This is an optimization exercise on Yosys and OpenROAD, whose aim is small area, a short achievable clock period and few clock cycles, not a production implementation.
RTL that was checked went through simulation tests only; none was proved equivalent to the original.
No functional check of the RTL was part of runs 2 and 3.
Power is estimated from default activity; no workload was simulated.

**flow/config.mk**
```make
export PLATFORM = sky130hd
export DESIGN_NAME = cpu
export DESIGN_NICKNAME = cpu
export VERILOG_FILES = /design/flow/design.v
export SDC_FILE = /design/flow/constraint.sdc
export NUM_CORES = 4
export LEC_CHECK = 0
export CAP_MARGIN = 20
export CORE_MARGIN = 2
export CORE_UTILIZATION = 40
export CTS_BUF_LIST = sky130_fd_sc_hd__clkbuf_4 sky130_fd_sc_hd__clkbuf_8
export CTS_CLUSTER_SIZE = 30
export SETUP_SLACK_MARGIN = 5
export SLEW_MARGIN = 20
export SYNTH_HIERARCHICAL = 1
export TNS_END_PERCENT = 100
```
**flow/design.v**
```verilog
module pgcalc(a, bm, sh, andi, inv, cin, p, g, g0, b15);
  input [15:0] a, bm;
  input [1:0] sh;
  input andi, inv, cin;
  output [15:0] p, g;
  output g0, b15;
  wire s0 = ~sh[1] & ~sh[0];    
  wire sl = ~sh[1] &  sh[0];    
  wire sr =  sh[1];             
  wire sa =  sh[1] &  sh[0];    
  wire [15:0] nb;
  aoi222 sft(bm, {bm[14:0], 1'b0}, {1'b0, bm[15:1]}, s0, sl, sr, nb[15:0]);
  wire [15:0] b = ~nb | {sa & bm[15], 15'd0};
  pgbits pgb(a, b, andi, inv, p, g);
  assign g0 = g[0] | (p[0] & cin);
  assign b15 = b[15];
endmodule
module pgbits(a, b, andi, inv, p, g);
  input [15:0] a, b;
  input andi, inv;
  output [15:0] p, g;
  wire [15:0] bi = b ^ {16{inv}};
  assign p = andi ? (a & bi) : (a ^ bi);
  assign g = andi ? 16'd0 : (a & bi);
endmodule
module cpu(clk,reset,s,load,in,out,N,V,Z,w);
  input clk, reset, s, load;
  input [15:0] in;
  output [15:0] out;
  output N, V, Z, w;
  reg [13:0] ir;
  wire [13:0] e = load ? {in[14], in[12:0]} : ir;
  always @(posedge clk)
    ir <= e;
  wire       movg = e[13];           
  wire [1:0] op   = e[12:11];        
  wire       movi = movg &  op[1];   
  wire       cmp  = ~movg & ~op[1] &  op[0];
  wire       andi = ~movg &  op[1] & ~op[0];
  wire       inv  = ~movg &  op[0];            
  wire       usea = ~movg & ~(op[1] & op[0]);  
  wire [2:0] rn = e[10:8];
  wire [1:0] sh = e[4:3];
  wire [2:0] rm = e[2:0];
  wire go = s & ~reset;
  reg pend;
  reg [15:0] r0, r1, r2, r3, r4, r5, r6, r7;
  wire [15:0] sum;
  wire        wmovi = ir[13] & ir[12];
  wire [15:0] wdata = wmovi ? {{8{ir[7]}}, ir[7:0]} : sum;
  wire [2:0]  wnum  = wmovi ? ir[10:8] : ir[7:5];
  wire [7:0]  wsel  = pend ? (8'd1 << wnum) : 8'd0;
  always @(posedge clk) begin
    pend <= go & ~cmp;
    if (wsel[0]) r0 <= wdata;
    if (wsel[1]) r1 <= wdata;
    if (wsel[2]) r2 <= wdata;
    if (wsel[3]) r3 <= wdata;
    if (wsel[4]) r4 <= wdata;
    if (wsel[5]) r5 <= wdata;
    if (wsel[6]) r6 <= wdata;
    if (wsel[7]) r7 <= wdata;
  end
  wire [127:0] rf = {r7, r6, r5, r4, r3, r2, r1, r0};
  wire [7:0] dn = 8'd1 << rn;
  wire [7:0] dm = 8'd1 << rm;
  wire [7:0] sa = {8{usea}} & dn & ~wsel;
  wire [7:0] sb = dm & ~wsel;
  wire fa = usea & |(dn & wsel);
  wire fb = |(dm & wsel);
  wire [15:0] a, bm;
  rdport pa(rf, wdata, sa, fa, a);
  rdport pb(rf, wdata, sb, fb, bm);
  wire [15:0] pn, gn;
  wire g0n, b15;
  pgcalc pg(a, bm, sh, andi, inv, cmp, pn, gn, g0n, b15);
  reg [15:0] p, g;
  reg vpre;
  reg cw, cf;
  always @(posedge clk) begin
    p    <= pn;
    g    <= {gn[15:1], g0n};
    vpre <= a[15] & b15;
    cw   <= go & ~cmp & ~movi;
    cf   <= go & cmp;
  end
  wire [15:0] cy;    
  adder_carries ac(p, g, cy[15:1]);
  assign cy[0] = cf;    
  assign sum = p ^ cy;
  wire [2:0] nvz = {sum[15], vpre & ~sum[15], &p};
  reg [15:0] c;
  reg [2:0]  st;
  always @(posedge clk) begin
    if (cw) c <= sum;
    if (cf) st <= nvz;
  end
  assign out = cw ? sum : c;
  assign {N, V, Z} = cf ? nvz : st;
  assign w = 1'b1;
endmodule
module rdport(rf, fw, sel, fsel, q);
  input [127:0] rf;
  input [15:0] fw;
  input [7:0] sel;
  input fsel;
  output [15:0] q;
  wire [15:0] n0, n1, n2;
  aoi222 g0(rf[15:0],    rf[31:16],   rf[47:32],   sel[0], sel[1], sel[2], n0);
  aoi222 g1(rf[63:48],   rf[79:64],   rf[95:80],   sel[3], sel[4], sel[5], n1);
  aoi222 g2(rf[111:96],  rf[127:112], fw,          sel[6], sel[7], fsel,   n2);
  assign q = ~(n0 & n1 & n2);
endmodule
module aoi222(d0, d1, d2, s0, s1, s2, q);
  input [15:0] d0, d1, d2;
  input s0, s1, s2;
  output [15:0] q;
  assign q = ~(({16{s0}} & d0) | ({16{s1}} & d1) | ({16{s2}} & d2));
endmodule
module adder_carries(p, g, cy);
  input [15:0] p, g;
  output [15:1] cy;
  wire [15:0] g1, p1, g2, p2, g3, p3, g4;
  genvar i;
  generate
    for (i = 0; i < 16; i = i + 1) begin : ks
      if (i >= 1) begin : l1
        assign g1[i] = g[i] | (p[i] & g[i-1]);
        assign p1[i] = p[i] & p[i-1];
      end else begin : l1b
        assign g1[i] = g[i];
        assign p1[i] = p[i];
      end
      if (i >= 2) begin : l2
        assign g2[i] = g1[i] | (p1[i] & g1[i-2]);
        assign p2[i] = p1[i] & p1[i-2];
      end else begin : l2b
        assign g2[i] = g1[i];
        assign p2[i] = p1[i];
      end
      if (i >= 4) begin : l3
        assign g3[i] = g2[i] | (p2[i] & g2[i-4]);
        assign p3[i] = p2[i] & p2[i-4];
      end else begin : l3b
        assign g3[i] = g2[i];
        assign p3[i] = p2[i];
      end
      if (i >= 8) begin : l4
        assign g4[i] = g3[i] | (p3[i] & g3[i-8]);
      end else begin : l4b
        assign g4[i] = g3[i];
      end
    end
  endgenerate
  assign cy = g4[14:0];
endmodule
```
**flow/run.sh**
```bash
#!/bin/bash
# synth_recipe.tcl (not shown) runs the flow's synth.tcl, then flattens the netlist and writes it again
# the make line also repeats each setting of config.mk as NAME=value (left out here)
make -C /OpenROAD-flow-scripts/flow DESIGN_CONFIG=/design/flow/config.mk WORK_HOME=/design/flow/orfs CLKGATE_MAP_FILE= SYNTH_SCRIPT=/design/flow/synth_recipe.tcl finish
```
**flow/constraint.sdc**
```tcl
create_clock -name core_clock -period 10.0 [get_ports {clk}]
set_input_delay 2.0000 -clock core_clock [delete_from_list [all_inputs] [get_ports {clk}]]
set_output_delay 2.0000 -clock core_clock [all_outputs]
set_load 0.01 [all_outputs]
```
==> results.ini, run 1 <==
[status]
status=no timing/DRC/antenna violations

[critical_path]
cp_cell_sequence=clkdlybuf4s50_1 > mux2i_1 > mux4_2 > nand4b_1 > o21ai_1 > o31a_1 > a222oi_1 > nand3_1 > ha_1 > mux2_2 > a21o_1
crit_path_top_delay_cell=o31a_1
cp-end-kind=flip-flop
cp_num_buf_inv=1
crit_fanout=16
crit_family=compound AO/OA/AOI/OAI gates
regToRegSetupSlack_ns=5.47
cp.required_ns=10.39
cp.arrival_ns=5.35
path_class=in2reg
cp_slowest_stage_delay_ns=0.59
cp-start-kind=input port

[placement]
dpl_cell_area_um2=9560
dp_cells=999
dp_hpwl_um=15600
buffer_ports.inserted=36
pre_cts_slack_ns=3.64
gp_congestion=0.873

[sta]
setup-tns-final_ns=0
period_needed_ns=4.97
setup_viol=0
relSlewSlack=0.248
hold_viol=0
fin_ws_ns=5.03
fmax_mhz=201
worst-slew-pin-transition_ns=1.13
fin_hold_ws_ns=0.474
clock_skew_ns=0.0131
finalMaxSlewViolations=0
fin_crit_sh=0.497
grt_setup_unrepaired=yes

[synth]
synthCells=694
syn_area_um2=8920
avgSynthCellArea_um2=12.9
yosys_warnings=7

[layout]
post-route-cell-area_um2=10000
fin_util=0.458
syn2layout_area_growth_pct=12.4
regArea_um2=5240
layout_commonest_cell=edfxtp_1
fill_cells=1946
drive_above_1_share=0.150
multi_input_area_um2=3420
final_cell_count_no_fill=1034
nNetsFinal=777
final_cell_mix=edfxtp_1, a222oi_1, dfxtp_1, a21oi_1, nor2_1
antenna_cells=0

[detailed_routing]
dr.first_iter.drc_count=1277
drtAntennaViolNets=0
drc=0
finalWirelength_um=24200
vias=6617
avgViaCountPerCell=6.40
wl_per_cell_um=23.4
firstDrtPassIters=8

[floorplanning]
die_y_um=153
core.rowCount=54
io_pins=40
initial_utilization=0.408
die_w_um=153
coreArea_um2=21900
fp.dieArea_um2=23500

[power_and_ir_drop]
combinationalPowerShare=0.290
finalPower_mw=2.32
pwr-share-seq=0.494
p_switching_mw=0.792
p_int_mw=1.53
ir_drop_v=0.0000798
leakage_nw=3.63
clkPwrFrac=0.216
powerDensity_nw_per_um2=232
switching_share=0.341

[run]
cap_violations=0

[global_route]
grt_pass1_wl_um=36800
grt_max_degree=33
track_usage=0.205
grt_pass1_vias=6509
grt_overflow=0
antenna_found_initial=0

[clocking]
clock-sinks=196
tritoncts.num_buffers=17
clockBufferDepth=2
cts_max_level=4
ctsRootBufferMaster=clkbuf_8
clk_latency_ns=0.49
cts_hold_buf=0
cts.clk_slew.worst_paths_ns=0.10
cts_tree=yes

[hold_path]
hold_class=reg2reg

## power groups by stage
stage               clock (mW)  sequential, mW  combinational (mW)
finish                   0.502            1.15               0.674
global route             0.548            1.16               0.735
CTS                      0.515            1.14               0.658
detailed placement           0            1.16               0.646
global placement             0            1.15               0.624
floorplan                    0            1.13               0.416
## worst min-delay path: stages (launching register included)
cell     delay [ns]
dfxtp_1        0.31
inv_1          0.04
o21ai_0        0.07
## cell type report
| cell class | instances | area share |
|---|---|---|
| well taps | 280 | 0.0349 |
| flip-flops and latches | 196 | 0.522 |
| repair buffers | 62 | 0.0542 |
| multi-input cells | 440 | 0.341 |
| clock buffers | 18 | 0.0241 |
| inverters | 24 | 0.00898 |
| clock inverters | 14 | 0.0142 |
## worst paths after layout
path / depth (start not counted) / end / start
hold reg to reg: 2 / st[1] / st[1]
setup / recovery: 11 / g[0] / in[8]
hold / removal: 2 / st[1] / st[1]
setup reg to reg: 12 / p[7] / ir[12]
## metal layers
metal  vias to the layer above  track usage  share of wire
li1                       2960            -              -
met1                      3191        0.262           0.40
met2                       401        0.338           0.47
met3                        65       0.0502           0.10
met4                         0       0.0743          0.026
met5                         -            0              0
## sequential cells by signal, summed over array words and instances (netlist names)
name and count:
p 16, ir 14, pend 1, r2 16
r0 16, c 16, g 15, r7 16
st 3, cw 1, r1 16, r4 16
cf 1, r3 16, r6 16, vpre 1
r5 16
## what timing repair did
action,4_1_cts,5_1_grt
pin swaps,2,7
setup endpoints to repair,36,21
gates resized for setup,16,19
buffers inserted,2,1
Testbench counts, summed over its fixed seeds: cycles 16,000.
==> run 2: changes to the inputs <==
--- a/flow/design.v
+++ b/flow/design.v
@@ -10,17 +10,18 @@
   wire sa =  sh[1] &  sh[0];    
   wire [15:0] nb;
-  aoi222 sft(bm, {bm[14:0], 1'b0}, {1'b0, bm[15:1]}, s0, sl, sr, nb[15:0]);
-  wire [15:0] b = ~nb | {sa & bm[15], 15'd0};
-  pgbits pgb(a, b, andi, inv, p, g);
-  assign g0 = g[0] | (p[0] & cin);
-  assign b15 = b[15];
+  aoi222 sft(bm, {bm[14:0], 1'b0}, {sa & bm[15], bm[15:1]}, s0, sl, sr, nb);
+  pgbits pgb(a, nb, andi, inv, cin, p, g);
+  assign g0 = g[0];
+  assign b15 = ~nb[15];
 endmodule
-module pgbits(a, b, andi, inv, p, g);
-  input [15:0] a, b;
-  input andi, inv;
+module pgbits(a, nb, andi, inv, cin, p, g);
+  input [15:0] a, nb;
+  input andi, inv, cin;
   output [15:0] p, g;
-  wire [15:0] bi = b ^ {16{inv}};
-  assign p = andi ? (a & bi) : (a ^ bi);
-  assign g = andi ? 16'd0 : (a & bi);
+  wire [15:0] bi = ~(nb ^ {16{inv}});
+  wire [15:0] x  = a ^ bi;
+  wire [15:0] y  = a & bi;
+  assign p = andi ? y : x;
+  assign g = andi ? 16'd0 : {y[15:1], y[0] | (x[0] & cin)};
 endmodule
 module cpu(clk,reset,s,load,in,out,N,V,Z,w);
==> flow/flow/run.sh (new file) <==
#!/bin/bash
# Layout: the standard ORFS flow (standard.sh: unchanged synthesis,
# floorplan, power grid, placement, CTS and routing), with two settings
# beyond config.mk's list:
#  - the port buffers that global placement inserts are buf_2 cells
#    (buffer_ports otherwise picks a slow delay buffer);
#  - repair_timing aims at MARGIN ns of setup slack.
# The clock, the constraints and the checks are unchanged.
set -euo pipefail
MARGIN=${MARGIN:-5}
bash standard.sh "BUFFER_PORTS_ARGS=-buffer_cell sky130_fd_sc_hd__buf_2" \
  "SETUP_SLACK_MARGIN=$MARGIN" finish > orfs_make.log 2>&1
==> flow/standard.sh (new file) <==
#!/bin/bash
# synth_recipe.tcl (not shown) runs the flow's synth.tcl, then flattens the netlist and writes it again
# the make line also repeats each setting of config.mk as NAME=value (left out here)
make -C /OpenROAD-flow-scripts/flow DESIGN_CONFIG=/design/flow/config.mk WORK_HOME=/design/flow/orfs CLKGATE_MAP_FILE= SYNTH_SCRIPT=/design/flow/synth_recipe.tcl "${@:-finish}"
--- a/flow/config.mk
+++ b/flow/config.mk
@@ -11,5 +11,4 @@
 export CTS_BUF_LIST = sky130_fd_sc_hd__clkbuf_4 sky130_fd_sc_hd__clkbuf_8
 export CTS_CLUSTER_SIZE = 30
-export SETUP_SLACK_MARGIN = 5
 export SLEW_MARGIN = 20
 export SYNTH_HIERARCHICAL = 1
removed: flow/run.sh
==> run 2 against run 1 <==
Effect of this change: count of clock-buffer cells in the layout is 1 lower; sequential share of layout area is 1.1 points higher; worst hold slack gained 0.0043 ns; power shrank 1.1%; sequential power is essentially flat; highest routed layer unchanged.
==> results.ini, run 2 <==
[global_route]
grt_max_degree=33  ; unchanged
grt_overflow=0  ; unchanged
antenna_found_initial=0  ; unchanged
track_usage=0.211  ; +0.00594
grt_pass1_vias=6403  ; -1.6%
grt_pass1_wl_um=37200  ; +0.86%

[critical_path]
worstRegToRegCells=11  ; -1
crit_cells=10  ; -1
path_class=in2reg
cp.required_ns=10.37  ; -0.02 ns
cp_num_buf_inv=1  ; unchanged
regToRegSetupSlack_ns=5.68  ; +0.21 ns
crit_fanout=22  ; +6
cp_cell_sequence=clkbuf_4 > mux2i_1 > mux4_2 > nand4b_1 > o21ai_1 > o31a_1 > a222oi_1 > nand3_1 > ha_1 > mux2_2
cp-start-kind=input port
cp-end-kind=flip-flop
cp.arrival_ns=5.26  ; -0.09 ns
cp_slowest_stage_delay_ns=0.59  ; about the same
crit_family=multiplexers
crit_path_top_delay_cell=o31a_1

[sta]
setup_viol=0  ; unchanged
fmax_mhz=205  ; +1.6%
fin_hold_ws_ns=0.479  ; +0.00426 ns
grt_setup_unrepaired=no
fin_crit_sh=0.489  ; -0.00807
hold_viol=0  ; unchanged
period_needed_ns=4.89  ; -0.0807 ns
relSlewSlack=0.250  ; +0.00152
setup-tns-final_ns=0  ; unchanged
worst-slew-pin-transition_ns=1.13  ; -0.00228 ns
clock_skew_ns=0.0140  ; +0.000831 ns
finalMaxSlewViolations=0  ; unchanged

[power_and_ir_drop]
powerDensity_nw_per_um2=234  ; +1.1%
leakage_nw=3.46  ; -4.7%
ir_drop_v=0.0000908  ; +14%

[clocking]
clock-sinks=196  ; unchanged
ctsRootBufferMaster=clkbuf_8
cts.clk_slew.worst_paths_ns=0.11  ; about the same
tritoncts.num_buffers=17  ; unchanged
clockBufferDepth=2  ; unchanged
cts_tree=yes
clk_latency_ns=0.48  ; about the same
cts_max_level=4  ; unchanged

[layout]
nNetsFinal=761  ; -2.1%
syn2layout_area_growth_pct=10.7
layout_commonest_cell=edfxtp_1
drive_above_1_share=0.198  ; +0.0480
final_cell_mix=edfxtp_1, a222oi_1, dfxtp_1, a21oi_1, nor2_1
antenna_cells=0  ; unchanged
final_cell_count_no_fill=1018  ; -1.5%
fill_cells=1972  ; +1.3%

[synth]
synthCells=680  ; -2.0%
avgSynthCellArea_um2=13.0  ; +1.5%
yosys_warnings=7  ; unchanged
syn_area_um2=8870  ; -0.57%

[detailed_routing]
vias=6617  ; unchanged
avgViaCountPerCell=6.50  ; +1.6%
firstDrtPassIters=11  ; +3
wl_per_cell_um=24.8  ; +5.8%
wl_met2_um=11700  ; +2.2%
m1WireLength_um=9990  ; +3.4%
routed.top_layer=met4
drc=0  ; unchanged
dr.first_iter.drc_count=1475  ; +16%
drtAntennaViolNets=0  ; unchanged
dr_wl_met3_um=2820  ; +15%
finalWirelength_um=25200  ; +4.2%

[floorplanning]
die_y_um=153  ; -0.28%
io_pins=40  ; unchanged
core.rowCount=54  ; unchanged
die_w_um=153  ; -0.28%
coreArea_um2=21800  ; -0.31%
initial_utilization=0.407  ; -0.00109
fp.dieArea_um2=23400  ; -0.56%

[placement]
dp_cells=984  ; -1.5%
gp_congestion=0.837  ; -4.2%
buffer_ports.inserted=36  ; unchanged
dp_hpwl_um=15800  ; +1.0%

[status]
status=no timing/DRC/antenna violations

[run]
cap_violations=0  ; unchanged

[hold_path]
hold_class=reg2reg
min_delay_path_depth=2  ; unchanged

## run 2: cell type report
class / count / area, um2 / area share
timing repair buffer: 62 / 378 / 0.0385
sequential: 196 / 5240 / 0.533
inverter: 10 / 37.5 / 0.00382
tap: 280 / 350 / 0.0357
clock inverter: 15 / 178 / 0.0181
clock buffer: 17 / 234 / 0.0238
multi-input combinational: 438 / 3410 / 0.347
## run 2: power breakdown
part / leakage (nW) / internal [mW] / switching (mW)
sequential: 1.73 / 1.06 / 0.0860
combinational: 1.53 / 0.232 / 0.408
clock: 0.203 / 0.192 / 0.322
## run 2: final timing paths
kind / start / end
worst max-delay path: load / p[7]
worst min register to register: c[7] / c[7]
worst min-delay path: c[7] / c[7]
worst max register to register: ir[12] / p[8]
## run 2: routing by layer
layer,global-route usage,vias to the layer above
met4,0.0913,0
li1,-,2933
met5,0,-
met3,0.0519,58
met1,0.273,3227
met2,0.337,399
## run 2: stage by stage
stage	util	setup WS, ns	power (mW)	area [um2]
detailed placement	0.428	4.46	1.77	9340
finish	0.450	5.11	2.30	9820
floorplan	-	5.13	1.55	8870
global placement	0.428	4.50	1.74	9340
global route	0.450	4.99	2.41	9820
CTS	0.448	4.96	2.29	9780
## run 2: worst min-delay path: stages, from the launching register on
cell and delay (ns):
dfxtp_1 0.31, nor2_1 0.08, a21oi_1 0.05
## run 2: timing repair
| action | in CTS | in global routing |
|---|---|---|
| setup endpoints to repair | 6 | 21 |
| endpoints found under the hold margin | 0 | 0 |
| pin swaps | 1 | 3 |
| hold buffers | 0 | 0 |
| gates resized for setup | 4 | 7 |
| setup buffers | 0 | 2 |
==> run 3: changes to the inputs <==
--- a/flow/flow/run.sh
+++ b/flow/flow/run.sh
@@ -8,5 +8,5 @@
 # The clock, the constraints and the checks are unchanged.
 set -euo pipefail
-MARGIN=${MARGIN:-5}
+MARGIN=${MARGIN:-5.5}
 bash standard.sh "BUFFER_PORTS_ARGS=-buffer_cell sky130_fd_sc_hd__buf_2" \
   "SETUP_SLACK_MARGIN=$MARGIN" finish > orfs_make.log 2>&1
==> run 3 against run 2 <==
Effect of this change: critical path type is now reg2out; highest routed layer unchanged; critical path depth fell by 1; via count rose by 1.1%; routed wire length is 0.12% higher; non-clock buffer count up 33; core utilization up 2.2 points; sequential cell count did not move; count of clock-buffer cells in the layout is 1 higher; power increased by 2.1%; first-iteration DRC count shrank 8.3%; largest power group unchanged.
==> results.ini, run 3 <==
[layout]
fill_cells=1890  ; -4.2%
multi_input_area_um2=3530  ; +3.7%
post-route-cell-area_um2=10300  ; +4.9%
final_cell_mix=edfxtp_1, a222oi_1, dfxtp_1, buf_4, nor2_1
nNetsFinal=794  ; +4.3%
syn2layout_area_growth_pct=16.1
final_cell_count_no_fill=1051  ; +3.2%
antenna_cells=0  ; unchanged
regArea_um2=5250  ; +0.17%
layout_commonest_cell=edfxtp_1
drive_above_1_share=0.265  ; +0.0668

[hold_path]
hp-start=st[1]
hold_class=reg2reg

[run]
cap_violations=0  ; unchanged

[critical_path]
cp-end-kind=output port
crit_start=p[1]
path_class=reg2out
cp.arrival_ns=2.75  ; -2.51 ns
crit_fanout=4  ; -82%
cp-endpoint=V
r2r-start=p[1]
r2r-end=p[15]
cp.required_ns=8.00  ; -2.37 ns
regToRegSetupSlack_ns=5.80  ; +0.12 ns
worstRegToRegCells=16  ; +5
cp-start-kind=flip-flop

[sta]
setup_viol=0  ; unchanged
fmax_mhz=211  ; +3.0%
fin_crit_sh=0.475  ; -0.0142
clock_skew_ns=0.0140  ; +0.0000761 ns
period_needed_ns=4.75  ; -0.142 ns
worst-slew-pin-transition_ns=1.05  ; -0.0751 ns
relSlewSlack=0.297  ; +0.0469
grt_setup_unrepaired=yes
setup-tns-final_ns=0  ; unchanged
finalMaxSlewViolations=0  ; unchanged
hold_viol=0  ; unchanged
fin_ws_ns=5.25  ; +0.142 ns

[power_and_ir_drop]
ir_drop_v=0.0000947  ; +4.3%
switching_share=0.342  ; -0.0128
powerDensity_nw_per_um2=228  ; -2.6%
clkPwrFrac=0.213  ; -0.010
combinationalPowerShare=0.297  ; +0.019
p_int_mw=1.55  ; +4.2%
p_switching_mw=0.803  ; -1.5%
finalPower_mw=2.35  ; +2.1%
leakage_nw=3.68  ; +6.4%
pwr-share-seq=0.490  ; -0.009

[global_route]
grt_max_degree=33  ; unchanged
grt_pass1_wl_um=37700  ; +1.4%
grt_overflow=0  ; unchanged
track_usage=0.210  ; -0.00104
antenna_found_initial=0  ; unchanged
grt_pass1_vias=6557  ; +2.4%

[floorplanning]
io_pins=40  ; unchanged
core.rowCount=54  ; unchanged
fp.dieArea_um2=23400  ; unchanged
die_w_um=153  ; unchanged
initial_utilization=0.407  ; unchanged
coreArea_um2=21800  ; unchanged
die_y_um=153  ; unchanged

[synth]
yosys_warnings=7  ; unchanged
avgSynthCellArea_um2=13.0  ; unchanged
syn_area_um2=8870  ; unchanged
synthCells=680  ; unchanged

[detailed_routing]
drtAntennaViolNets=0  ; unchanged
dr.first_iter.drc_count=1353  ; -8.3%
finalWirelength_um=25200  ; +0.12%
drc=0  ; unchanged
vias=6692  ; +1.1%
wl_per_cell_um=24.0  ; -3.0%
avgViaCountPerCell=6.37  ; -2.0%
firstDrtPassIters=17  ; +6

[placement]
buffer_ports.inserted=36  ; unchanged
pre_cts_slack_ns=4.52  ; +0.0607 ns
gp_congestion=0.879  ; +5.1%
dp_cells=983  ; -0.10%
dpl_cell_area_um2=9410  ; +0.75%
dp_hpwl_um=15600  ; -1.4%

[clocking]
tritoncts.num_buffers=17  ; unchanged
cts_tree=yes
cts.clk_slew.worst_paths_ns=0.10  ; about the same
clk_latency_ns=0.47  ; about the same
clock-sinks=196  ; unchanged
cts_max_level=4  ; unchanged
ctsRootBufferMaster=clkbuf_8
clockBufferDepth=2  ; unchanged

[status]
status=no timing/DRC/antenna violations

-- run 3: layer usage --
layer	global-route usage	share of wire
met5	0	0
met4	0.0869	0.028
met3	0.0383	0.098
met2	0.346	0.48
met1	0.273	0.40
-- run 3: area by class of cell --
class	count	share of cell area
flip-flops and latches	196	0.509
multi-input cells	438	0.343
repair buffers	95	0.0729
well taps	280	0.0340
clock buffers	18	0.0234
clock inverters	14	0.0140
inverters	10	0.00364
-- run 3: critical path: stages (launching register included) --
cell	delay, ns
dfxtp_4	0.37
a211oi_4	0.27
o21ai_2	0.10
a221o_2	0.36
a221o_1	0.36
a21o_1	0.21
xnor2_2	0.24
nand3_1	0.10
o21ai_1	0.11
buf_2	0.15
-- run 3: timing repair --
| item | in CTS | in global routing |
|---|---|---|
| resized for setup | 18 | 23 |
| hold buffers | 0 | 0 |
| cloned | 0 | 1 |
| hold endpoints to repair | 0 | 0 |
| pin swaps | 14 | 39 |
| setup buffers | 15 | 19 |
| setup endpoints to repair | 35 | 26 |
-- run 3: how the worst min path moves through the flow --
stage               endpoint  slack [ns]  cells past startpoint
finish                 st[1]        0.46                      2
global route           st[1]        0.47                      2
CTS                    st[1]        0.46                      2
detailed placement      c[3]        0.46                      2
global placement       st[1]        0.46                      2
floorplan             ir[11]        0.48                      1
-- run 3: power groups by stage --
| stage | sequential [mW] | combinational (mW) | clock (mW) |
|---|---|---|---|
| global placement | 1.16 | 0.587 | 0 |
| global route | 1.16 | 0.754 | 0.540 |
| finish | 1.15 | 0.697 | 0.501 |
| CTS | 1.15 | 0.647 | 0.509 |
| floorplan | 1.13 | 0.425 | 0 |
| detailed placement | 1.16 | 0.606 | 0 |
-- run 3: stage by stage --
step | hold slack [ns] | util
after CTS | 0.461 | 0.457
after global routing | 0.468 | 0.472
after floorplan | 0.481 | -
after global placement | 0.457 | 0.431
after detailed placement | 0.463 | 0.431
final | 0.461 | 0.472
==> run 4: changes to the inputs <==
--- a/flow/design.v
+++ b/flow/design.v
@@ -24,4 +24,48 @@
   assign p = andi ? y : x;
   assign g = andi ? 16'd0 : {y[15:1], y[0] | (x[0] & cin)};
+endmodule
+module adder_carries(p, g, cy);
+  input [15:0] p, g;
+  output [15:1] cy;
+  wire [15:0] g1n, p1n, g2, p2, g3n, p3n, g4, p4;
+  ks_aoi #(1) l1(g,   p,   g1n, p1n);
+  ks_oai #(2) l2(g1n, p1n, g2,  p2);
+  ks_aoi #(4) l3(g2,  p2,  g3n, p3n);
+  ks_oai #(8) l4(g3n, p3n, g4,  p4);
+  assign cy = g4[14:0];
+endmodule
+module ks_aoi(g, p, gn, pn);
+  parameter D = 1;
+  input [15:0] g, p;
+  output [15:0] gn, pn;
+  genvar i;
+  generate
+    for (i = 0; i < 16; i = i + 1) begin : b
+      if (i >= D) begin : m
+        assign gn[i] = ~(g[i] | (p[i] & g[i-D]));
+        assign pn[i] = ~(p[i] & p[i-D]);
+      end else begin : t
+        assign gn[i] = ~g[i];
+        assign pn[i] = ~p[i];
+      end
+    end
+  endgenerate
+endmodule
+module ks_oai(gn, pn, g, p);
+  parameter D = 1;
+  input [15:0] gn, pn;
+  output [15:0] g, p;
+  genvar i;
+  generate
+    for (i = 0; i < 16; i = i + 1) begin : b
+      if (i >= D) begin : m
+        assign g[i] = ~(gn[i] & (pn[i] | gn[i-D]));
+        assign p[i] = ~(pn[i] | pn[i-D]);
+      end else begin : t
+        assign g[i] = ~gn[i];
+        assign p[i] = ~pn[i];
+      end
+    end
+  endgenerate
 endmodule
 module cpu(clk,reset,s,load,in,out,N,V,Z,w);
@@ -119,39 +163,2 @@
   assign q = ~(({16{s0}} & d0) | ({16{s1}} & d1) | ({16{s2}} & d2));
 endmodule
-module adder_carries(p, g, cy);
-  input [15:0] p, g;
-  output [15:1] cy;
-  wire [15:0] g1, p1, g2, p2, g3, p3, g4;
-  genvar i;
-  generate
-    for (i = 0; i < 16; i = i + 1) begin : ks
-      if (i >= 1) begin : l1
-        assign g1[i] = g[i] | (p[i] & g[i-1]);
-        assign p1[i] = p[i] & p[i-1];
-      end else begin : l1b
-        assign g1[i] = g[i];
-        assign p1[i] = p[i];
-      end
-      if (i >= 2) begin : l2
-        assign g2[i] = g1[i] | (p1[i] & g1[i-2]);
-        assign p2[i] = p1[i] & p1[i-2];
-      end else begin : l2b
-        assign g2[i] = g1[i];
-        assign p2[i] = p1[i];
-      end
-      if (i >= 4) begin : l3
-        assign g3[i] = g2[i] | (p2[i] & g2[i-4]);
-        assign p3[i] = p2[i] & p2[i-4];
-      end else begin : l3b
-        assign g3[i] = g2[i];
-        assign p3[i] = p2[i];
-      end
-      if (i >= 8) begin : l4
-        assign g4[i] = g3[i] | (p3[i] & g3[i-8]);
-      end else begin : l4b
-        assign g4[i] = g3[i];
-      end
-    end
-  endgenerate
-  assign cy = g4[14:0];
-endmodule
--- a/flow/flow/run.sh
+++ b/flow/flow/run.sh
@@ -8,5 +8,5 @@
 # The clock, the constraints and the checks are unchanged.
 set -euo pipefail
-MARGIN=${MARGIN:-5.5}
+MARGIN=${MARGIN:-5}
 bash standard.sh "BUFFER_PORTS_ARGS=-buffer_cell sky130_fd_sc_hd__buf_2" \
   "SETUP_SLACK_MARGIN=$MARGIN" finish > orfs_make.log 2>&1
==> run 4 against run 3 <==
Effect of this change: still clean on timing, DRC and antenna; clock skew is 0.0016 ns lower; routed wire length up 1.2%; count of clock-buffer cells in the layout decreased by 1; critical endpoint is now p[15]; largest cell class unchanged.
==> results.ini, run 4 <==
[status]
status=no timing/DRC/antenna violations

[critical_path]
path_class=in2reg
cp.arrival_ns=5.21  ; +2.46 ns
crit_path_top_delay_cell=a21oi_4
cp-end-kind=flip-flop
regToRegSetupSlack_ns=6.12  ; +0.32 ns
cp.required_ns=10.37  ; +2.37 ns
crit_fanout=22  ; +18
cp-start-kind=input port
cp_cell_sequence=clkbuf_4 > mux2i_2 > inv_2 > nand2_1 > nand3_1 > a21oi_4 > a222oi_1 > nand3_1 > and3_2 > a222oi_1 > buf_4 > xnor2_1 > ha_1 > mux2_2
cp_slowest_stage_delay_ns=0.60  ; +0.23 ns

[clocking]
clockBufferDepth=2  ; unchanged
cts.clk_slew.worst_paths_ns=0.10  ; about the same
cts_tree=yes
clk_latency_ns=0.47  ; about the same
cts_max_level=4  ; unchanged
tritoncts.num_buffers=17  ; unchanged
ctsRootBufferMaster=clkbuf_8
clock-sinks=196  ; unchanged

[detailed_routing]
vias=6813  ; +1.8%
wl_per_cell_um=24.2  ; +0.75%
drc=0  ; unchanged
drtAntennaViolNets=0  ; unchanged
avgViaCountPerCell=6.45  ; +1.3%
firstDrtPassIters=11  ; -6
dr.first_iter.drc_count=1252  ; -7.5%
finalWirelength_um=25500  ; +1.2%

[sta]
fin_ws_ns=5.16  ; -0.0943 ns
finalMaxSlewViolations=0  ; unchanged
fin_crit_sh=0.484  ; +0.00943
clock_skew_ns=0.0124  ; -0.00164 ns
fmax_mhz=207  ; -1.9%
setup_viol=0  ; unchanged
grt_setup_unrepaired=no
relSlewSlack=0.306  ; +0.00893
setup-tns-final_ns=0  ; unchanged
period_needed_ns=4.84  ; +0.0943 ns
hold_viol=0  ; unchanged
worst-slew-pin-transition_ns=1.04  ; -0.0125 ns
fin_hold_ws_ns=0.471  ; +0.00970 ns

[layout]
final_cell_mix=edfxtp_1, a222oi_1, dfxtp_1, a21oi_1, nor2_1
multi_input_area_um2=3390  ; -3.9%
fin_util=0.450  ; -0.0218
regArea_um2=5240  ; -0.19%
fill_cells=2001  ; +5.9%
nNetsFinal=800  ; +0.76%
layout_commonest_cell=edfxtp_1
final_cell_count_no_fill=1056  ; +0.48%
drive_above_1_share=0.174  ; -0.0906
syn2layout_area_growth_pct=10.0
antenna_cells=0  ; unchanged

[synth]
synthCells=718  ; +5.6%
yosys_warnings=7  ; unchanged
syn_area_um2=8960  ; +0.97%
avgSynthCellArea_um2=12.5  ; -4.4%

[floorplanning]
fp.dieArea_um2=23600  ; +0.95%
die_w_um=154  ; +0.47%
die_y_um=154  ; +0.47%
core.rowCount=54  ; unchanged
coreArea_um2=21900  ; +0.31%
initial_utilization=0.409  ; +0.00269
io_pins=40  ; unchanged

[global_route]
antenna_found_initial=0  ; unchanged
grt_pass1_wl_um=38800  ; +2.9%
grt_overflow=0  ; unchanged
track_usage=0.216  ; +0.00616
grt_pass1_vias=6820  ; +4.0%
grt_max_degree=33  ; unchanged

[placement]
dp_cells=1024  ; +4.2%
buffer_ports.inserted=36  ; unchanged
gp_congestion=0.857  ; -2.5%
dp_hpwl_um=16600  ; +6.5%
pre_cts_slack_ns=4.38  ; -0.143 ns

[power_and_ir_drop]
powerDensity_nw_per_um2=236  ; +3.4%
leakage_nw=3.44  ; -6.5%
ir_drop_v=0.0000919  ; -3.0%

[run]
cap_violations=0  ; unchanged

[hold_path]
hold_class=reg2reg

==> run 4: power breakdown <==
part	total, mW	internal, mW	switching, mW
clock network	0.522	0.229	0.293
registers	1.14	1.06	0.0834
logic	0.657	0.221	0.436
total	2.32	1.51	0.812
==> run 4: per-stage QoR <==
step           instance area [um2]  power [mW]
2_1_floorplan                 8960        1.57
3_3_place_gp                  9420        1.78
3_5_place_dp                  9420        1.80
4_1_cts                       9830        2.32
5_1_grt                       9860        2.44
6_report                      9860        2.32
==> run 4: metal layers <==
| layer | up-vias | share of wire | GRT usage |
|---|---|---|---|
| met3 | 60 | 0.11 | 0.0600 |
| li1 | 3038 | - | - |
| met4 | 0 | 0.025 | 0.0939 |
| met2 | 407 | 0.48 | 0.354 |
| met1 | 3308 | 0.39 | 0.267 |
| met5 | - | 0 | 0 |
==> run 4: cell type report <==
| type | count | share of cell area |
|---|---|---|
| flip-flops and latches | 196 | 0.531 |
| repair buffers | 62 | 0.0383 |
| multi-input cells | 462 | 0.344 |
| clock buffers | 17 | 0.0237 |
| clock inverters | 14 | 0.0173 |
| well taps | 280 | 0.0355 |
| inverters | 25 | 0.00952 |
==> run 4: repair_timing <==
action	4_1_cts	5_1_grt
hold endpoints to repair	0	0
pin swaps	0	1
hold buffers	0	0
cloned	0	0
resized for setup	2	2
endpoints found under the setup margin	1	7
setup buffers	0	1
==> run 4: worst max-delay path, delay by kind of cell <==
| family | cells | cell delay, ns |
|---|---|---|
| AO/OA/AOI/OAI | 3 | 0.81 |
| multiplexers | 2 | 0.68 |
| buffers and inverters | 3 | 0.65 |
| AND/OR/NAND/NOR | 4 | 0.65 |
| adder cells (fa/ha/maj) | 1 | 0.29 |
| XOR/XNOR | 1 | 0.12 |
==> run 4: path summary, 6_finish.rpt <==
| kind | startpoint | end | cells after the start |
|---|---|---|---|
| max | load | p[15] | 14 |
| min reg2reg | st[1] | st[1] | 2 |
| min | st[1] | st[1] | 2 |
| max reg2reg | ir[12] | p[15] | 15 |
Testbench counts of run 4, summed over its fixed seeds: cycles 16,000.
==> run 5: changes to the inputs <==
--- a/flow/flow/run.sh
+++ b/flow/flow/run.sh
@@ -8,5 +8,5 @@
 # The clock, the constraints and the checks are unchanged.
 set -euo pipefail
-MARGIN=${MARGIN:-5}
+MARGIN=${MARGIN:-6}
 bash standard.sh "BUFFER_PORTS_ARGS=-buffer_cell sky130_fd_sc_hd__buf_2" \
   "SETUP_SLACK_MARGIN=$MARGIN" finish > orfs_make.log 2>&1
==> run 5 against run 4 <==
Effect of this change: fmax up 12%; die area is the same; global-route usage rose by 1.1 points; first-iteration DRC count is 29% higher; clock skew shrank 0.00090 ns; synthesized cell count is the same; register-to-register slack better by 0.05 ns; routed wire length rose by 8.3%; cell count grew 4.0%; core utilization up 3.7 points; count of clock-buffer cells in the layout is 1 higher; critical endpoint is now p[8]; largest cell class unchanged.
==> results.ini, run 5 <==
[status]
status=no timing/DRC/antenna violations

[critical_path]
cp.arrival_ns=4.66  ; -0.55 ns
cp-endpoint=p[8]
r2r-start=ir[12]
cp.required_ns=10.36  ; about the same
cp-start-kind=input port
r2r-end=p[4]
path_class=in2reg
worstRegToRegCells=14  ; -1
regToRegSetupSlack_ns=6.17  ; +0.05 ns
crit_start=load
cp-end-kind=flip-flop
crit_fanout=8  ; -64%

[clocking]
clock-sinks=196  ; unchanged
clk_latency_ns=0.47  ; about the same
clockBufferDepth=2  ; unchanged
cts_hold_buf=0  ; unchanged
cts_tree=yes
cts.clk_slew.worst_paths_ns=0.10  ; about the same
ctsRootBufferMaster=clkbuf_8
cts_max_level=4  ; unchanged
tritoncts.num_buffers=17  ; unchanged

[sta]
relSlewSlack=0.350  ; +0.0440
fin_crit_sh=0.430  ; -0.0535
grt_setup_unrepaired=yes
hold_viol=0  ; unchanged
setup-tns-final_ns=0  ; unchanged
clock_skew_ns=0.0115  ; -0.000902 ns
fmax_mhz=232  ; +12%
finalMaxSlewViolations=0  ; unchanged
setup_viol=0  ; unchanged
period_needed_ns=4.30  ; -0.535 ns
worst-slew-pin-transition_ns=0.976  ; -0.0621 ns

[floorplanning]
die_w_um=154  ; unchanged
fp.dieArea_um2=23600  ; unchanged
core.rowCount=54  ; unchanged
initial_utilization=0.409  ; unchanged
die_y_um=154  ; unchanged
coreArea_um2=21900  ; unchanged
io_pins=40  ; unchanged

[detailed_routing]
avgViaCountPerCell=6.43  ; -0.34%
wl_per_cell_um=25.2  ; +4.1%
drc=0  ; unchanged
dr.first_iter.drc_count=1621  ; +29%
drtAntennaViolNets=0  ; unchanged
finalWirelength_um=27600  ; +8.3%
vias=7060  ; +3.6%
firstDrtPassIters=12  ; +1

[synth]
syn_area_um2=8960  ; unchanged
avgSynthCellArea_um2=12.5  ; unchanged
yosys_warnings=7  ; unchanged
synthCells=718  ; unchanged

[layout]
syn2layout_area_growth_pct=18.9
fin_util=0.487  ; +0.0365
nNetsFinal=841  ; +5.1%
layout_commonest_cell=edfxtp_1
antenna_cells=0  ; unchanged
drive_above_1_share=0.298  ; +0.124
final_cell_mix=edfxtp_1, a222oi_1, dfxtp_1, nor2_1, a21oi_1

[placement]
gp_congestion=0.934  ; +9.0%
dp_hpwl_um=16700  ; +0.57%
buffer_ports.inserted=36  ; unchanged

[power_and_ir_drop]
ir_drop_v=0.0000791  ; -14%
powerDensity_nw_per_um2=224  ; -4.8%
leakage_nw=3.77  ; +9.8%

[global_route]
antenna_found_initial=0  ; unchanged
grt_max_degree=33  ; unchanged
grt_overflow=0  ; unchanged
grt_pass1_vias=6958  ; +2.0%
grt_pass1_wl_um=40500  ; +4.5%
track_usage=0.227  ; +0.0112

[hold_path]
hold_class=reg2reg

[run]
cap_violations=0  ; unchanged

## run 5: final cells by class
type	count	area [um2]
Multi-Input combinational cell	462	3770
Clock buffer	18	241
Fill cell	1937	11200
Tap cell	280	350
Inverter	25	96.3
Clock inverter	14	120
Sequential cell	196	5250
Timing Repair Buffer	103	832
## run 5: report_power, final
| group | leakage [nW] | total (mW) | switching, mW | internal (mW) |
|---|---|---|---|---|
| sequential | 1.73 | 1.16 | 0.0936 | 1.07 |
| clock | 0.179 | 0.480 | 0.298 | 0.182 |
| combinational | 1.87 | 0.751 | 0.468 | 0.283 |
## run 5: through the flow
step | setup slack, ns | std cells | power (mW) | cell area (um2) | hold slack [ns]
4_1_cts | 5.78 | 1090 | 2.35 | 10500 | 0.482
5_1_grt | 5.67 | 1098 | 2.50 | 10700 | 0.504
3_5_place_dp | 4.41 | 1023 | 1.80 | 9500 | 0.465
3_3_place_gp | 4.41 | 1023 | 1.78 | 9500 | 0.456
6_report | 5.70 | 1098 | 2.39 | 10700 | 0.476
2_1_floorplan | 5.45 | 718 | 1.57 | 9060 | 0.481
## run 5: critical path, cell delays in order
cell	delay [ns]
buf_16	0.10
mux2i_4	0.31
inv_4	0.09
nand2_4	0.09
nor3_2	0.08
buf_4	0.22
a222oi_1	0.32
nand3_1	0.22
a222oi_1	0.47
xnor2_1	0.18
ha_2	0.30
mux2_2	0.26
## run 5: worst min-delay path by stage
stage	cells after the start	from	slack (ns)	to
2_1_floorplan	1	ir[11]	0.48	ir[11]
3_3_place_gp	2	st[1]	0.46	st[1]
3_5_place_dp	2	c[0]	0.47	c[0]
4_1_cts	2	c[15]	0.48	c[15]
5_1_grt	2	c[13]	0.50	c[13]
6_report	2	c[15]	0.48	c[15]
## run 5: metal layers
metal | up-vias | wire length [um] | global-route usage
met5 | - | 0 | 0
met4 | 0 | 1290 | 0.104
met3 | 97 | 2730 | 0.0437
met2 | 456 | 13100 | 0.377
met1 | 3391 | 10600 | 0.288
li1 | 3116 | - | -
## run 5: timing repair
item | in CTS | in global routing
buffers inserted | 27 | 6
resized for setup | 97 | 24
setup endpoints to repair | 47 | 45
pin swaps | 64 | 42
gates cloned | 8 | 2
==> run 6: changes to the inputs <==
--- a/flow/flow/run.sh
+++ b/flow/flow/run.sh
@@ -8,5 +8,5 @@
 # The clock, the constraints and the checks are unchanged.
 set -euo pipefail
-MARGIN=${MARGIN:-6}
+MARGIN=${MARGIN:-5.7}
 bash standard.sh "BUFFER_PORTS_ARGS=-buffer_cell sky130_fd_sc_hd__buf_2" \
   "SETUP_SLACK_MARGIN=$MARGIN" finish > orfs_make.log 2>&1
==> run 6 against run 5 <==
Effect of this change: synthesized cell count stayed put; first-iteration DRC count is 13% lower; count of clock-buffer cells in the layout stayed put; sequential cell count stayed put; sequential share of layout area is 1.5 points higher.
==> results.ini, run 6 <==
[status]
status=no timing/DRC/antenna violations

[floorplanning]
die_w_um=154  ; unchanged
coreArea_um2=21900  ; unchanged
core.rowCount=54  ; unchanged
initial_utilization=0.409  ; unchanged
die_y_um=154  ; unchanged
fp.dieArea_um2=23600  ; unchanged
io_pins=40  ; unchanged

[sta]
relSlewSlack=0.290  ; -0.0591
setup_viol=0  ; unchanged
fin_hold_ws_ns=0.478  ; +0.00168 ns
period_needed_ns=4.35  ; +0.0461 ns
worst-slew-pin-transition_ns=1.06  ; +0.0839 ns
fin_crit_sh=0.435  ; +0.00461
hold_viol=0  ; unchanged
clock_skew_ns=0.0194  ; +0.00795 ns
grt_setup_unrepaired=yes
finalMaxSlewViolations=0  ; unchanged
setup-tns-final_ns=0  ; unchanged
fmax_mhz=230  ; -1.1%

[layout]
fill_cells=1962  ; +1.3%
regArea_um2=5240  ; about the same
syn2layout_area_growth_pct=15.3
multi_input_area_um2=3570  ; -5.4%
drive_above_1_share=0.248  ; -0.0502
nNetsFinal=825  ; -1.9%
antenna_cells=0  ; unchanged
layout_commonest_cell=edfxtp_1
final_cell_mix=edfxtp_1, a222oi_1, dfxtp_1, a21oi_1, nor2_1
final_cell_count_no_fill=1082  ; -1.5%

[clocking]
clockBufferDepth=2  ; unchanged
cts_hold_buf=0  ; unchanged
cts_tree=yes
ctsRootBufferMaster=clkbuf_8
clk_latency_ns=0.47  ; about the same
tritoncts.num_buffers=17  ; unchanged
clock-sinks=196  ; unchanged
cts.clk_slew.worst_paths_ns=0.11  ; about the same
cts_max_level=4  ; unchanged

[hold_path]
hold_class=reg2reg
worstHoldEndpoint=c[6]
min_delay_path_depth=2  ; unchanged
hp-start=c[6]

[power_and_ir_drop]
ir_drop_v=0.0000857  ; +8.4%
switching_share=0.353  ; -0.00662
pwr-share-seq=0.478  ; -0.007
p_switching_mw=0.849  ; -1.3%
leakage_nw=3.65  ; -3.3%
powerDensity_nw_per_um2=233  ; +3.8%
clkPwrFrac=0.228  ; +0.027
p_int_mw=1.56  ; +1.6%
combinationalPowerShare=0.294  ; -0.020

[critical_path]
r2r-start=ir[12]
cp-start-kind=input port
path_class=in2reg
worstRegToRegCells=13  ; -1
cp-end-kind=flip-flop
cp.required_ns=10.37  ; about the same
r2r-end=p[0]
cp.arrival_ns=4.72  ; +0.06 ns
regToRegSetupSlack_ns=6.17  ; about the same
crit_fanout=6  ; -2

[global_route]
grt_pass1_wl_um=39200  ; -3.2%
track_usage=0.216  ; -0.0104
antenna_found_initial=0  ; unchanged
grt_pass1_vias=6856  ; -1.5%
grt_overflow=0  ; unchanged
grt_max_degree=33  ; unchanged

[detailed_routing]
vias=6944  ; -1.6%
avgViaCountPerCell=6.42  ; -0.19%
wl_per_cell_um=24.7  ; -1.9%
finalWirelength_um=26700  ; -3.3%
drc=0  ; unchanged
dr.first_iter.drc_count=1415  ; -13%
drtAntennaViolNets=0  ; unchanged
firstDrtPassIters=17  ; +5

[synth]
synthCells=718  ; unchanged
yosys_warnings=7  ; unchanged
syn_area_um2=8960  ; unchanged
avgSynthCellArea_um2=12.5  ; unchanged

[run]
cap_violations=0  ; unchanged

[placement]
dp_hpwl_um=16600  ; -0.41%
dp_cells=1023  ; unchanged
gp_congestion=0.847  ; -9.3%
buffer_ports.inserted=36  ; unchanged

## run 6: layout make-up
| cell class | instances | area share |
|---|---|---|
| Tap cell | 280 | 0.0339 |
| Timing Repair Buffer | 87 | 0.0620 |
| Multi-Input combinational cell | 462 | 0.345 |
| Inverter | 25 | 0.00933 |
| Clock buffer | 18 | 0.0234 |
| Sequential cell | 196 | 0.508 |
| Clock inverter | 14 | 0.0183 |
## run 6: worst max path at each step
stage / startpoint / to / slack [ns] / cells after the start
2_1_floorplan: load / p[15] / 5.45 / 13
3_3_place_gp: load / p[15] / 4.45 / 13
3_5_place_dp: load / p[15] / 4.41 / 13
4_1_cts: load / p[12] / 5.71 / 12
5_1_grt: load / p[0] / 5.60 / 12
6_report: load / p[0] / 5.65 / 12
## run 6: metrics by stage
| step | area [um2] | setup WS [ns] | util | total power, mW |
|---|---|---|---|---|
| after CTS | 10100 | 5.71 | 0.461 | 2.37 |
| after detailed placement | 9500 | 4.41 | 0.434 | 1.81 |
| final | 10300 | 5.65 | 0.472 | 2.40 |
| after global placement | 9500 | 4.45 | 0.434 | 1.78 |
| after floorplan | 9060 | 5.45 | - | 1.57 |
| after global routing | 10300 | 5.60 | 0.472 | 2.52 |
## run 6: routing by layer
layer	share of wire	track usage	vias to the layer above
li1	-	-	3089
met3	0.098	0.0516	59
met5	0	0	-
met4	0.033	0.0891	0
met2	0.47	0.355	463
met1	0.39	0.276	3333
## run 6: power groups by stage
stage               clock [mW]  combinational [mW]  sequential (mW)
floorplan                    0               0.442             1.13
global placement             0               0.626             1.16
detailed placement           0               0.646             1.16
CTS                      0.556               0.667             1.14
global route             0.592               0.762             1.16
finish                   0.547               0.707             1.15
## run 6: what timing repair did
item,4_1_cts,5_1_grt
setup buffers,14,8
gates cloned,0,5
gates resized for setup,12,37
pin swaps,15,32
endpoints found under the setup margin,35,27
## run 6: critical path, cell delays in order
cell and delay, ns:
buf_16 0.11, mux2i_4 0.32, inv_4 0.08, nand2_4 0.09
nor3_4 0.06, buf_6 0.17, a222oi_1 0.38, nand3_1 0.30
a222oi_1 0.41, xnor2_1 0.15, ha_1 0.36, mux2_4 0.27
==> run 7: changes to the inputs <==
--- a/flow/flow/run.sh
+++ b/flow/flow/run.sh
@@ -8,5 +8,5 @@
 # The clock, the constraints and the checks are unchanged.
 set -euo pipefail
-MARGIN=${MARGIN:-5.7}
+MARGIN=${MARGIN:-5.5}
 bash standard.sh "BUFFER_PORTS_ARGS=-buffer_cell sky130_fd_sc_hd__buf_2" \
   "SETUP_SLACK_MARGIN=$MARGIN" finish > orfs_make.log 2>&1
==> run 7 against run 6 <==
Effect of this change: sequential share of layout area is 1.4 points higher; critical path depth is 2 higher; via count is 1.8% lower; non-clock buffer count is 15 lower; critical endpoint is now p[15]; largest power group unchanged.
==> results.ini, run 7 <==
[status]
status=no timing/DRC/antenna violations

[hold_path]
min_delay_path_depth=2  ; unchanged
hold_class=reg2reg

[synth]
synthCells=718  ; unchanged
yosys_warnings=7  ; unchanged
syn_area_um2=8960  ; unchanged
avgSynthCellArea_um2=12.5  ; unchanged

[layout]
regArea_um2=5240  ; -0.14%
multi_input_area_um2=3490  ; -2.2%
layout_commonest_cell=edfxtp_1
syn2layout_area_growth_pct=12.1
antenna_cells=0  ; unchanged
fill_cells=1953  ; -0.46%
drive_above_1_share=0.205  ; -0.0436
final_cell_mix=edfxtp_1, a222oi_1, dfxtp_1, a21oi_1, nor2_1
nNetsFinal=810  ; -1.8%

[sta]
fin_ws_ns=5.57  ; -0.0776 ns
fin_crit_sh=0.443  ; +0.00776
fmax_mhz=226  ; -1.8%
finalMaxSlewViolations=0  ; unchanged
worst-slew-pin-transition_ns=1.07  ; +0.00964 ns
grt_setup_unrepaired=yes
relSlewSlack=0.284  ; -0.00645
setup_viol=0  ; unchanged
clock_skew_ns=0.0145  ; -0.00490 ns
period_needed_ns=4.43  ; +0.0776 ns
hold_viol=0  ; unchanged
setup-tns-final_ns=0  ; unchanged

[floorplanning]
fp.dieArea_um2=23600  ; unchanged
io_pins=40  ; unchanged
coreArea_um2=21900  ; unchanged
die_y_um=154  ; unchanged
core.rowCount=54  ; unchanged
die_w_um=154  ; unchanged
initial_utilization=0.409  ; unchanged

[global_route]
track_usage=0.216  ; about the same
grt_max_degree=33  ; unchanged
grt_pass1_vias=6814  ; -0.61%
grt_overflow=0  ; unchanged
grt_pass1_wl_um=38900  ; -0.83%
antenna_found_initial=0  ; unchanged

[clocking]
clk_latency_ns=0.48  ; about the same
cts_tree=yes
clockBufferDepth=2  ; unchanged
ctsRootBufferMaster=clkbuf_8
cts.clk_slew.worst_paths_ns=0.10  ; about the same
cts_max_level=4  ; unchanged
clock-sinks=196  ; unchanged
cts_hold_buf=0  ; unchanged
tritoncts.num_buffers=17  ; unchanged

[critical_path]
cp-start-kind=input port
cp.arrival_ns=4.79  ; +0.07 ns
worstRegToRegCells=13  ; unchanged
crit_fanout=22  ; +16
cp_slowest_stage_delay_ns=0.36  ; -0.05 ns
cp-end-kind=flip-flop
cp.required_ns=10.36  ; about the same
path_class=in2reg
cp_cell_sequence=buf_12 > mux2i_4 > inv_2 > nand2_2 > nor3_2 > buf_4 > a222oi_1 > nand3_1 > and3_4 > a222oi_1 > buf_4 > xnor2_1 > ha_1 > mux2_2
crit_path_top_delay_cell=a222oi_1

[placement]
buffer_ports.inserted=36  ; unchanged
dp_hpwl_um=16700  ; +0.87%
pre_cts_slack_ns=4.40  ; -0.00919 ns
gp_congestion=0.856  ; +1.0%

[detailed_routing]
m1WireLength_um=10200  ; -2.9%
dr_wl_met3_um=2590  ; -1.1%
firstDrtPassIters=8  ; -9
finalWirelength_um=25700  ; -3.9%
routed.top_layer=met4
avgViaCountPerCell=6.39  ; -0.43%
drtAntennaViolNets=0  ; unchanged
vias=6818  ; -1.8%
drc=0  ; unchanged
wl_per_cell_um=24.1  ; -2.5%
wl_met2_um=12200  ; -3.6%
dr.first_iter.drc_count=1389  ; -1.8%

[power_and_ir_drop]
leakage_nw=3.51  ; -3.9%
powerDensity_nw_per_um2=233  ; about the same
ir_drop_v=0.0000732  ; -15%

[run]
cap_violations=0  ; unchanged

-- run 7: critical path, delay by kind of cell --
| kind | cells | cell delay [ns] |
|---|---|---|
| buffers and inverters | 4 | 0.68 |
| and+or+nand+nor | 4 | 0.58 |
| AOI/OAI and AO/OA | 2 | 0.58 |
| muxes | 2 | 0.55 |
| adders and majority gates | 1 | 0.32 |
| xor gates and xnor gates | 1 | 0.07 |
-- run 7: area by class of cell --
cell class	count	area share
clock buffers	17	0.0233
multi-input cells	462	0.347
repair buffers	72	0.0467
flip-flops and latches	196	0.521
clock inverters	15	0.0170
inverters	25	0.00935
well taps	280	0.0349
-- run 7: final timing paths --
path                            endpoint    from  slack (ns)
worst max-delay path               p[15]    load        5.57
worst min register to register     c[14]   c[14]        0.48
worst min-delay path               c[14]   c[14]        0.48
worst max register to register      p[4]  ir[12]        6.20
-- run 7: timing repair --
action                     CTS  global route
pin swaps                    1            10
setup endpoints to repair   32            18
gates resized for setup      4             5
setup buffers                2            11
-- run 7: report_power, final --
group | switching, mW | internal (mW) | total (mW)
Clock | 0.308 | 0.210 | 0.518
Sequential | 0.0842 | 1.06 | 1.15
Combinational | 0.445 | 0.229 | 0.674
-- run 7: routing by layer --
metal  GRT usage  vias up
met2       0.353      390
li1            -     3054
met1       0.278     3321
met4      0.0878        0
met3      0.0507       53
met5           0        -
-- run 7: through the flow --
| stage | power, mW | area [um2] | hold WS [ns] | std cells | util |
|---|---|---|---|---|---|
| after floorplan | 1.57 | 9060 | 0.481 | 718 | - |
| after global placement | 1.79 | 9490 | 0.458 | 1022 | 0.434 |
| after detailed placement | 1.81 | 9500 | 0.463 | 1022 | 0.434 |
| after CTS | 2.32 | 9930 | 0.481 | 1056 | 0.454 |
| after global routing | 2.45 | 10000 | 0.495 | 1067 | 0.459 |
| final | 2.34 | 10000 | 0.478 | 1067 | 0.459 |
==> run 8: changes to the inputs <==
--- a/flow/config.mk
+++ b/flow/config.mk
@@ -11,4 +11,6 @@
 export CTS_BUF_LIST = sky130_fd_sc_hd__clkbuf_4 sky130_fd_sc_hd__clkbuf_8
 export CTS_CLUSTER_SIZE = 30
+export GPL_ROUTABILITY_DRIVEN = 0
+export PLACE_DENSITY = 0.7
 export SLEW_MARGIN = 20
 export SYNTH_HIERARCHICAL = 1
==> run 8 against run 7 <==
Effect of this change: via count down 1.2%; count of clock-buffer cells in the layout up 2; still clean; power down 0.58%; die area unchanged; synthesized cell count unchanged; non-clock buffer count down 1; critical path depth unchanged; register-to-register slack worse by 0.25 ns; core utilization up 0.50 points.
==> results.ini, run 8 <==
[floorplanning]
fp.dieArea_um2=23600  ; unchanged
die_w_um=154  ; unchanged
coreArea_um2=21900  ; unchanged
initial_utilization=0.409  ; unchanged
io_pins=40  ; unchanged
die_y_um=154  ; unchanged
core.rowCount=54  ; unchanged

[detailed_routing]
drc=0  ; unchanged
wl_per_cell_um=22.7  ; -5.8%
finalWirelength_um=24200  ; -5.8%
dr.first_iter.drc_count=1356  ; -2.4%
avgViaCountPerCell=6.31  ; -1.2%
vias=6738  ; -1.2%
drtAntennaViolNets=0  ; unchanged
firstDrtPassIters=11  ; +3

[layout]
drive_above_1_share=0.225  ; +0.0203
fill_cells=1962  ; +0.46%
syn2layout_area_growth_pct=13.3
regArea_um2=5240  ; unchanged
layout_commonest_cell=edfxtp_1
multi_input_area_um2=3590  ; +2.9%
final_cell_mix=edfxtp_1, a222oi_1, dfxtp_1, a21oi_1, nor2_1
antenna_cells=0  ; unchanged
nNetsFinal=810  ; unchanged

[global_route]
grt_max_degree=33  ; unchanged
track_usage=0.201  ; -0.0153
grt_overflow=0  ; unchanged
gr-usage-met2=0.326  ; -0.0269
grt_pass1_wl_um=36500  ; -6.2%
met1_usage=0.265  ; -0.0128
grt_pass1_vias=6506  ; -4.5%
met3_usage=0.0459  ; -0.00479
antenna_found_initial=0  ; unchanged
grt_busiest_layer=met2

[sta]
period_needed_ns=4.48  ; +0.0527 ns
fin_crit_sh=0.448  ; +0.00527
setup_viol=0  ; unchanged
clock_skew_ns=0.0181  ; +0.00360 ns
hold_viol=0  ; unchanged
relSlewSlack=0.328  ; +0.0438
setup-tns-final_ns=0  ; unchanged
fmax_mhz=223  ; -1.2%
finalMaxSlewViolations=0  ; unchanged
worst-slew-pin-transition_ns=1.00  ; -0.0653 ns
grt_setup_unrepaired=yes

[critical_path]
cp.required_ns=10.37  ; about the same
cp-end-kind=flip-flop
path_class=in2reg
cp_slowest_stage_delay_ns=0.42  ; +0.06 ns
crit_path_top_delay_cell=a222oi_1
cp.arrival_ns=4.85  ; +0.06 ns
cp-start-kind=input port
cp_cell_sequence=buf_12 > mux2i_4 > inv_2 > nand2_2 > nor3_2 > buf_4 > a222oi_1 > nand3_1 > and3_4 > a222oi_1 > buf_4 > xnor2_1 > ha_1 > mux2_2
crit_fanout=22  ; unchanged

[clocking]
cts_max_level=4  ; unchanged
tritoncts.num_buffers=17  ; unchanged
cts.clk_slew.worst_paths_ns=0.10  ; about the same
clock-sinks=196  ; unchanged
cts_tree=yes
clockBufferDepth=2  ; unchanged
ctsRootBufferMaster=clkbuf_8
clk_latency_ns=0.48  ; about the same
cts_hold_buf=0  ; unchanged

[status]
status=no timing/DRC/antenna violations

[synth]
yosys_warnings=7  ; unchanged
syn_area_um2=8960  ; unchanged
synthCells=718  ; unchanged
avgSynthCellArea_um2=12.5  ; unchanged

[power_and_ir_drop]
leakage_nw=3.52  ; +0.21%
p_switching_mw=0.814  ; -2.8%
clkPwrFrac=0.218  ; -0.004
powerDensity_nw_per_um2=229  ; -1.6%
combinationalPowerShare=0.291  ; +0.003
ir_drop_v=0.0000946  ; +29%
pwr-share-seq=0.492  ; +0.002
finalPower_mw=2.32  ; -0.58%
switching_share=0.350  ; -0.00793
p_int_mw=1.51  ; +0.65%

[placement]
dp_hpwl_um=16000  ; -4.7%
buffer_ports.inserted=36  ; unchanged

[run]
cap_violations=0  ; unchanged

[hold_path]
hold_class=reg2reg

## run 8: changes by cell type in the layout (fill, tap and decap cells not counted), sizes merged
cell / previous run / this run
clkinvlp: 3 / 1
a21oi: 62 / 63
clkbuf: 17 / 19
buf: 72 / 71
## run 8: worst max-delay path, delay by kind of cell
family          cells  cell delay, ns
compound gates      2            0.67
xor+xnor            1            0.07
fa+ha+maj           1            0.32
simple gates        4            0.58
mux                 2            0.52
buf+inv             4            0.68
## run 8: final cells by class
class                   instances  share of cell area
flip-flops and latches        196               0.516
inverters                      25             0.00925
well taps                     280              0.0345
multi-input cells             463               0.354
clock buffers                  19              0.0245
repair buffers                 71              0.0482
clock inverters                13              0.0139
## run 8: metrics by stage
stage	hold WS, ns	instances	util	instance area [um2]	worst slack (ns)
after floorplan	0.481	718	-	9060	5.45
after global placement	0.459	1020	0.435	9520	4.49
after detailed placement	0.460	1021	0.436	9540	4.47
after CTS	0.474	1055	0.455	9950	5.50
after global routing	0.503	1067	0.464	10100	5.47
final	0.474	1067	0.464	10100	5.52
## run 8: path summary, 6_finish.rpt
| kind | endpoint | cells past startpoint | startpoint | slack, ns |
|---|---|---|---|---|
| setup / recovery | p[15] | 14 | load | 5.52 |
| setup reg to reg | p[6] | 13 | ir[13] | 5.95 |
| hold / removal | c[3] | 2 | c[3] | 0.47 |
| hold reg to reg | c[3] | 2 | c[3] | 0.47 |
## run 8: power by group through the flow
| stage | logic, mW | registers [mW] | clock network (mW) |
|---|---|---|---|
| final | 0.676 | 1.14 | 0.506 |
| after CTS | 0.641 | 1.14 | 0.516 |
| after global routing | 0.742 | 1.15 | 0.549 |
| after floorplan | 0.442 | 1.13 | 0 |
| after detailed placement | 0.633 | 1.16 | 0 |
| after global placement | 0.622 | 1.16 | 0 |
## run 8: what timing repair did
| item | in CTS | in global routing |
|---|---|---|
| gates resized for setup | 3 | 15 |
| gates cloned | 0 | 1 |
| endpoints found under the setup margin | 31 | 21 |
| pin swaps | 3 | 16 |
| endpoints found under the hold margin | 0 | 0 |
| setup buffers | 2 | 11 |
## run 8: metal layers
layer,routed length [um],vias to the layer above,share of wire
met5,0,-,0
met4,530,0,0.022
met3,2390,51,0.099
met2,11400,386,0.47
met1,9900,3237,0.41
li1,-,3064,-

## afterwards: timing with drivers on the ports
How much do the figures lean on ideal ports? The routed layouts below were timed once more, with nothing changed but the port constraints.
Step 1, drivers: a clkbuf_16 drives clk and a buf_2 each remaining input, both assumed.
Step 2 times the ports against the registers' clock, not the clock port: input delays grow and output delays shrink by t, the midpoint of the rising clock arrivals with the driver on.
Slacks: ideal ports / drivers / drivers and shift; pairs: ideal ports / drivers.
run	shift t [ns]	setup WS [ns]	hold WS [ns]	worst data-port slew with drivers (ns)
run 1	0.518	5.032 / 5.033 / 4.515	0.474 / 0.474 / 0.474	0.04
run 2	0.516	5.113 / 5.072 / 4.608	0.479 / 0.479 / 0.479	0.04
run 3	0.506	5.255 / 5.214 / 4.996	0.461 / 0.461 / 0.461	0.13
run 4	0.506	5.161 / 5.180 / 4.675	0.471 / 0.471 / 0.471	0.04
run 5	0.504	5.695 / 5.637 / 5.133	0.476 / 0.476 / 0.476	0.10
run 6	0.504	5.649 / 5.515 / 5.011	0.478 / 0.478 / 0.478	0.18
run 7	0.514	5.572 / 5.552 / 5.039	0.478 / 0.478 / 0.478	0.06
run 8	0.510	5.519 / 5.497 / 4.987	0.474 / 0.474 / 0.474	0.06
After both steps setup and hold are still met in every run listed. The setup slack of run 6, which loses most, moves by -0.134 ns with the drivers and by -0.638 ns with both steps.
